This design comes from an exercise in tuning for small area and a short achievable clock period on the open sky130 flow, not from production work. Power is estimated from default activity; no workload was simulated.

== v6 ==
==> flow/design.v (excerpt) <==
module ula(
    input clk14,			 
	 input reset,			 
    input [15:0] a,		 
    input [7:0] din,		 
	 output [7:0] dout,	 
    input mreq_n,			 
    input iorq_n,			 
    input rd_n,			 
    input wr_n,			 
	 input rfsh_n,			 
	 output clkcpu,		 
	 output msk_int_n,	 
    output [13:0] va,	  
	 input [7:0] vramdout, 
	 output [7:0] vramdin, 
    output vramoe,		 
    output vramcs,		  
    output vramwe,		 
    input ear,				   
    output mic,			    
    output spk,            
	 output [7:0] kbrows,    
    input [4:0] kbcolumns,	 
    output r,				
    output g,				 
    output b,				 
    output i,				 
	 output [7:0] rgbulaplus,	 
	 output ulaplus_enabled,	 
    output csync,			
    output hsync,
    output vsync
    );
Size in the first run: roughly 640 flip-flops, about 110 I/O pins, about 0.027 mm² of cells after synthesis.
clock: 10.0 ns
lec_check: 0
cap_margin: 20
core_margin: 2
core_utilization: 40
place_density: 0.6
setup_slack_margin: 4.6
slew_margin: 20
tns_end_percent: 10
standard.sh (not shown) runs the stock make flow with config.mk's settings and CLKGATE_MAP_FILE= SYNTH_SCRIPT=/design/flow/synth_recipe.tcl, a recipe that flattens the netlist after the stock synthesis.
==> flow/flow/run.sh <==
#!/bin/bash
# Layout flow: the standard flow (standard.sh, ORFS) with three changes
# made through ORFS's own variables:
#  - ports are buffered with sky130_fd_sc_hd__buf_1 rather than the delay
#    buffer buffer_ports picks by default;
#  - clock tree synthesis uses clkbuf_16 sink clusters and no dummy loads;
#  - everything else as in the standard flow (synthesis unchanged).
# Each step's full output goes to a log file in this folder.
set -euo pipefail
export BUFFER_PORTS_ARGS="-buffer_cell sky130_fd_sc_hd__buf_1"
export CTS_ARGS="-sink_clustering_enable -repair_clock_nets -dont_use_dummy_load -buf_list sky130_fd_sc_hd__clkbuf_16 -sink_clustering_size 24 -sink_clustering_max_diameter 70"
bash standard.sh synth > synth.log 2>&1
bash standard.sh floorplan > floorplan.log 2>&1
bash standard.sh place > place.log 2>&1
bash standard.sh cts > cts.log 2>&1
bash standard.sh route > route.log 2>&1
bash standard.sh finish > finish.log 2>&1
The inputs of v7 differ from those of v6 as listed below.
diff --git a/flow/design.v b/flow/design.v
--- a/flow/design.v
+++ b/flow/design.v
@@ -1,39 +1,41 @@
 `timescale 1ns / 1ps
 module ram64bytes(
     input clk,
     input [5:0] wa,
     input [7:0] din,
     input we,
     input [7:0] ra_hi,	 
     input [7:0] ra_lo,	 
     output [7:0] douta,
     input [2:0] rb,
-    output [7:0] doutb
+    output [7:0] doutb,
+    output [7:0] dout0	 
     );
 	reg [7:0] mem[0:63];
 	always @(posedge clk) if (we) mem[wa] <= din;
 	wire [7:0] lb = 8'b1 << rb;
 	reg [7:0] a, b;
 	integer k;
 	always @(*) begin
 		a = 8'h00;
 		for (k = 0; k < 64; k = k + 1)
 			a = a | (mem[k] & {8{ra_hi[k/8] & ra_lo[k%8]}});
 		b = 8'h00;
 		for (k = 0; k < 8; k = k + 1)
 			b = b | (mem[8+k] & {8{lb[k]}});
 	end
 	assign douta = a;
 	assign doutb = b;
+	assign dout0 = mem[0];
 endmodule
 `timescale 1ns / 1ps
 module ula(
     input clk14,			 
 	 input reset,			 
     input [15:0] a,		 
     input [7:0] din,		 
 	 output [7:0] dout,	 
     input mreq_n,			 
     input iorq_n,			 
     input rd_n,			 
     input wr_n,			 
@@ -250,49 +252,51 @@
 	wire cpublock = Border_n && (hc[3:0]==4'b0000);
 	wire c3 = hc[2] | (hc[1] & hc[0] & !clk7);
 	wire [4:0] col = {hc[7:4], c3};
 	wire [12:0] dispaddr = {vc[7:6], vc[2:0], vc[5:3], col};
 	wire [13:0] ulaaddr = hc[1] ? {1'b0, dispaddr} :
 	                      TimexHiColorMode ? {1'b1, dispaddr} : {4'b0110, vc[7:3], col};
 	assign va = ulaslot ? ulaaddr : a[13:0];
 	assign vramcs = ulaslot | (!cpublock & !a[15] & a[14] & !mreq_n);
 	assign vramoe = ulaslot ? !hc[0] : (!cpublock & !rd_n);
 	assign vramwe = !ulaslot & !cpublock & !wr_n;
 	wire fetchslot = Border_n && hc[3] && hc[1];
 	wire palettewe = dataportsel && !wr_n && (ULAPlusAddrReg[7:6]==2'b00) && !fetchslot;
-	wire fetchslot_next = !reset && (clk7 ? fetchslot : (Border_n && hc[3] && (hc[1] ^ hc[0])));
+	wire fetchslot_next = (clk7 ? fetchslot : (Border_n && hc[3] && (hc[1] ^ hc[0])));
 	wire ink_next = hc[0] ^ !clk7;
 	wire [5:0] fetchaddr_next = ink_next ? { AttrReg[7:6],1'b0,AttrReg[2:0] } : { AttrReg[7:6],1'b1,AttrReg[5:3] };
 	wire addrreg_wr = clk7_rise && addrportsel && !wr_n;
-	wire next_from_din = addrreg_wr && !fetchslot_next && !reset;
-	wire [5:0] paletteaddr_reg = reset ? 6'd0 : fetchslot_next ? fetchaddr_next : ULAPlusAddrReg[5:0];
+	wire next_from_din = addrreg_wr && !fetchslot_next;
+	wire [5:0] paletteaddr_reg = fetchslot_next ? fetchaddr_next : ULAPlusAddrReg[5:0];
 	wire [7:0] ra_hi = next_from_din ? (8'b1 << din[5:3]) : (8'b1 << paletteaddr_reg[5:3]);
 	wire [7:0] ra_lo = next_from_din ? (8'b1 << din[2:0]) : (8'b1 << paletteaddr_reg[2:0]);
 	wire palette_bypass = palettewe && (reset ? (ULAPlusAddrReg[5:0] == 6'd0) :
 	                                    (!fetchslot_next || fetchaddr_next == ULAPlusAddrReg[5:0]));
 	wire [7:0] paletteread;
 	wire [7:0] paletteborder;
+	wire [7:0] palettefirst;	 
 	reg [7:0] palettedout;
 	always @(posedge clk14)
-		palettedout <= palette_bypass ? din : paletteread;
+		palettedout <= palette_bypass ? din : reset ? palettefirst : paletteread;
 	ram64bytes palette (
 		.clk(clk14),
 		.wa(ULAPlusAddrReg[5:0]),
 		.din(din),
 		.we(palettewe),
 		.ra_hi(ra_hi),
 		.ra_lo(ra_lo),
 		.douta(paletteread),
 		.rb(BorderColor),
-		.doutb(paletteborder)
+		.doutb(paletteborder),
+		.dout0(palettefirst)
 		);
 	reg [7:0] ULAPlusPaper;
 	reg [7:0] ULAPlusInk;
 	reg [7:0] ULAPlusBorder;
 	wire ULAPlusPixel = SRegister[7];
 	always @(posedge clk14) begin
 		if (reset) begin
 			ULAPlusPaper <= 0;
 			ULAPlusInk <= 0;
 		end
 		else begin
 			if (fetchslot && !hc[0] && !clk7)
Findings:
- Slowest library cell on the worst path = or3_2: v6; slowest library cell on the worst path = a2111oi_1: v7
- Between v6 and v7, the number of non-clock inverters in the layout is lower for v6.
- Peak clock frequency supported by timing (lower): v6
- The share of synthesized cell area in full adder, half adder and majority cells of v6 and that of v7 are within noise of each other.
- Summary: area of all placed cells without fillers, v7 worse than v6
- Comparing v6 and v7, critical path depth is higher on v7.
- On xor-xnor portion of the synthesized cell area, v6 and v7 are neck and neck.
- Summary of v7 over v6: shortest period the worst path allows saw a decrease, clock network fraction of total power climbed 1.0 points.
No functional check of the RTL was part of any run of this note.

## separate check: timing with driven ports
Ports are ideal in the flow. The routed layouts listed here were re-timed in OpenROAD.
Step 1 sets driving cells, clkbuf_16 on the clock port and buf_2 on the other inputs (assumed; they add their load-dependent delay and slew).
Step 2, shift: input delay + t, output delay - t, t = (earliest + latest rising clock arrival at the registers) / 2. This alone moves slack from input paths to output paths.
Slacks: no drivers / after step 1 / after step 2; pairs: no drivers / after step 1.
| run | t, ns | setup slack, ns | worst setup path at the end | clock arrival spread, ns | pins driven straight from the clock port |
|---|---|---|---|---|---|
| v6 | 0.640 | 4.196 / 4.156 / 3.579 | input to register | 0.086 / 0.086 | 1 |
| v7 | 0.646 | 4.375 / 4.393 / 3.747 | input to register | 0.101 / 0.101 | 1 |
After both steps setup and hold are still met in every run listed. The setup slack of v7, which loses most, moves by +0.018 ns with the drivers and by -0.628 ns with both steps.
